Source: an optimization exercise on an open RTL-to-GDS flow (aim: small area, a short achievable clock period and few clock cycles). Production flows keep margins and buffers that such runs may drop. The RTL was checked by simulation tests, not by an equivalence proof against the original design. No activity file was given, so power comes from the tool's default toggle rates.

## run A
// LASER
module LASER (
input CLK,
input RST,
input [3:0] X,
input [3:0] Y,
output reg [3:0] C1X,
output reg [3:0] C1Y,
output reg [3:0] C2X,
output reg [3:0] C2Y,
output reg DONE
);
For scale: ~6000 cells after synthesis, about 27 I/O pins, ~0.048 mm^2 of cells after synthesis.
==> flow/config.mk <==
export PLATFORM = sky130hd
export DESIGN_NAME = LASER
export DESIGN_NICKNAME = LASER
export VERILOG_FILES = /design/flow/design.v
export SDC_FILE = /design/flow/constraint.sdc
export NUM_CORES = 4
export LEC_CHECK = 0
export ABC_AREA = 1
export CAP_MARGIN = 20
export CORE_MARGIN = 2
export CORE_UTILIZATION = 60
export CTS_CLUSTER_DIAMETER = 100
export CTS_CLUSTER_SIZE = 22
export SLEW_MARGIN = 20
==> flow/constraint.sdc <==
create_clock -name core_clock -period 13.0 [get_ports {CLK}]
set_input_delay 2.6000 -clock core_clock [delete_from_list [all_inputs] [get_ports {CLK}]]
set_output_delay 2.6000 -clock core_clock [all_outputs]
set_load 0.01 [all_outputs]
standard.sh (not shown) runs the stock make flow with config.mk's settings and CLKGATE_MAP_FILE= SYNTH_SCRIPT=/design/flow/synth_recipe.tcl, a recipe that flattens the netlist after the stock synthesis.
==> flow/flow/run.sh <==
#!/bin/bash
# The standard layout (the standard.sh), except that
#  * synthesis swaps in cell netlists for the per-point blocks and the
#    adders (swap.tcl), and
#  * ORFS's timing repair (after floorplan, CTS and global routing) works
#    towards a setup slack of MARGIN ns at the design's clock period,
#    instead of only to a slack of 0, so that it sizes up the cells of the
#    longest paths.
set -euo pipefail
MARGIN=9.2
here=$(cd "$(dirname "$0")" && pwd)
work=$(dirname "$here")
cd "$work"
sed "s#^make -C #make SYNTH_CANONICALIZE_TCL=$here/swap.tcl SETUP_SLACK_MARGIN=$MARGIN MATCH_CELL_FOOTPRINT=0 -C #" standard.sh > swapped_standard.sh
grep -q "SYNTH_CANONICALIZE_TCL=" swapped_standard.sh
bash swapped_standard.sh > make.log 2>&1
Other scripts of this flow, unchanged in this note and not shown: flow/flow/gates.v, flow/flow/swap.tcl
Testbench counts of run A, summed over its fixed seeds: cycles 11,144.
diff inputs: run A => run B
# run A
export LEC_CHECK = 0
export ABC_AREA = 1
export CAP_MARGIN = 20
export CORE_MARGIN = 2
export CORE_UTILIZATION = 60
export CTS_CLUSTER_DIAMETER = 100
export CTS_CLUSTER_SIZE = 22
export SLEW_MARGIN = 20
create_clock -name core_clock -period 13.0 [get_ports {CLK}]
# run B
export LEC_CHECK = 0
export ABC_AREA = 1
export CAP_MARGIN = 20
export CORE_MARGIN = 2
export CORE_UTILIZATION = 40
export SLEW_MARGIN = 20
create_clock -name core_clock -period 13.0 [get_ports {CLK}]
### Flow results
- Post-layout minimum cycle time, run B and run A: smaller value in run B
- Diff run A -> run B: number of ordinary and repair buffers in the finished layout now sits lower, area used by sequential logic in the layout now sits lower, routed length on met2 now sits higher.
- Run comparison: run A critical path's slowest cell sky130_fd_sc_hd__fa_1; run B critical path's slowest cell sky130_fd_sc_hd__fa_2
- Compared with run A, run B shows a higher depth of the worst register-to-register path.
- Run B: layout overhead on the synthesized area is 3.2 points higher than what run A reported.
Input changes introduced in run C (baseline for comparison: run B):
# run B
export LEC_CHECK = 0
export ABC_AREA = 1
export CAP_MARGIN = 20
export CORE_MARGIN = 2
export CORE_UTILIZATION = 40
export SLEW_MARGIN = 20
create_clock -name core_clock -period 13.0 [get_ports {CLK}]
# run C
export LEC_CHECK = 0
export ABC_AREA = 1
export CAP_MARGIN = 20
export CORE_MARGIN = 2
export CORE_UTILIZATION = 40
export CTS_CLUSTER_DIAMETER = 100
export CTS_CLUSTER_SIZE = 22
export SLEW_MARGIN = 20
create_clock -name core_clock -period 13.0 [get_ports {CLK}]
## What came out
- Between run B and run C, sequential share of layout area is lower for run B, run C comes in above that.
- Looking at post-CTS clock slew at the launch and capture registers of the worst setup and hold paths across run B and run C, the one that comes out lower is run B.
- Run B leaves more setup margin than run C.
- Run C: achievable clock frequency is about 1.2% lower than what run B reported.
#### Input delta (run D over run C)
# run C
export LEC_CHECK = 0
export ABC_AREA = 1
export CAP_MARGIN = 20
export CORE_MARGIN = 2
export CORE_UTILIZATION = 40
export CTS_CLUSTER_DIAMETER = 100
export CTS_CLUSTER_SIZE = 22
export SLEW_MARGIN = 20
create_clock -name core_clock -period 13.0 [get_ports {CLK}]
# run D
export LEC_CHECK = 0
export ABC_AREA = 1
export CAP_MARGIN = 20
export CORE_MARGIN = 2
export CORE_UTILIZATION = 55
export CTS_CLUSTER_DIAMETER = 100
export CTS_CLUSTER_SIZE = 26
export SLEW_MARGIN = 20
create_clock -name core_clock -period 13.0 [get_ports {CLK}]
-- flow/flow/run.sh --
<<< run C, line 10
MARGIN=9.2
>>> run D, line 10
MARGIN=9.25
Findings:
In the metrics for run D and run C, the one carrying the higher static power due to leakage is run C.
Run D ended with more maximum achievable frequency than run C.
Run D against run C: fraction of power consumed by the clock network shrank by 3.2 points, clock transition time at the flip-flop clock pins of the worst setup and hold paths grew by 0.02 ns, total global-route track usage grew by 8.9 points, setup slack grew by 0.081 ns, fraction of area in clock buffers and inverters shrank by 0.50 points.
Going from run C to run D, maximum number of pins on one net before global-route repair now sits lower; multi-input gate share of total cell area higher.

---

Setup of alpha:
LASER again, from the RTL that the note above started with.
Settings: LEC_CHECK=0, ABC_AREA=0, CAP_MARGIN=20, CORE_MARGIN=2, CORE_UTILIZATION=40, CTS_CLUSTER_DIAMETER=100, CTS_CLUSTER_SIZE=22, SLEW_MARGIN=20; clock period 13.0 ns.
==> flow/flow/run.sh <==
#!/bin/bash
# The standard layout (the standard.sh), except that
#  * synthesis swaps in cell netlists for the per-point blocks and the
#    adders (swap.tcl), and
#  * ORFS's timing repair (after floorplan, CTS and global routing) works
#    towards a setup slack of MARGIN ns at the design's clock period,
#    instead of only to a slack of 0, so that it sizes up the cells of the
#    longest paths.
set -euo pipefail
MARGIN=9.2
here=$(cd "$(dirname "$0")" && pwd)
work=$(dirname "$here")
cd "$work"
sed "s#^make -C #make SYNTH_CANONICALIZE_TCL=$here/swap.tcl SETUP_SLACK_MARGIN=$MARGIN MATCH_CELL_FOOTPRINT=0 -C #" standard.sh > swapped_standard.sh
grep -q "SYNTH_CANONICALIZE_TCL=" swapped_standard.sh
bash swapped_standard.sh > make.log 2>&1
Other scripts of this flow, unchanged in this note and not shown: flow/flow/gates.v, flow/flow/swap.tcl
Testbench counts of alpha, summed over its fixed seeds: cycles 11,144.
Changes in beta relative to alpha:
--- a/flow/flow/run.sh
+++ b/flow/flow/run.sh
@@ -10 +10 @@
-MARGIN=9.2
+MARGIN=9.35
--- a/flow/config.mk
+++ b/flow/config.mk
@@ -8 +8 @@
-export ABC_AREA = 0
+export ABC_AREA = 1
Findings:
Number of tap instances delta for beta relative to alpha: about 4.7% lower. Total power (higher): alpha. alpha ended up with sky130_fd_sc_hd__a2111oi_4 as its critical-path cell with the highest stage delay; beta ended up with sky130_fd_sc_hd__edfxtp_1. Diff alpha -> beta: final cell area excluding filler cells held steady, global-route usage over all layers grew by 0.63 points, core outline area shrank by 1400 um2. Taking alpha as the reference point, the global-route track usage on met1 of beta rises by 1.5 points. Number of ordinary and repair buffers in the finished layout (beta vs. alpha) decreases by a few percent. When beta is measured against alpha, its portion of the layout cell area used by clock cells turns out 0.17 points lower. Diff alpha -> beta | average routed wire per standard cell | decrease of about 3%. Diff alpha -> beta | detailed-route wire length | increase of 1.2%.

## re-timing with driven ports
No port has a modelled driver above. Below, the same layouts with a new extraction and two added sets of constraints. Step 1 sets driving cells, clkbuf_16 on the clock port and buf_2 on the other inputs (assumed; they add their load-dependent delay and slew). Step 2 also shifts input and output timing later by t, the mid clock arrival at the registers, as if the neighbouring blocks saw the same clock. a / b / c = ideal ports / drivers / drivers and shift; a / b = the first two.
run	t (ns)	setup WS [ns]	worst register clock-pin slew, ns
run A	0.685	9.154 / 9.147 / 8.758	0.10 / 0.10
run B	0.750	9.161 / 9.092 / 8.657	0.07 / 0.07
run C	0.736	9.115 / 9.100 / 8.662	0.10 / 0.10
run D	0.693	9.196 / 9.135 / 8.730	0.11 / 0.11
alpha	0.744	8.344 / 8.344 / 8.344	0.10 / 0.10
beta	0.719	9.194 / 9.117 / 8.808	0.10 / 0.10
After both steps setup and hold are still met in every run listed. For run B, which loses most, drivers alone change the setup slack by -0.069 ns; drivers and shift together by -0.504 ns.
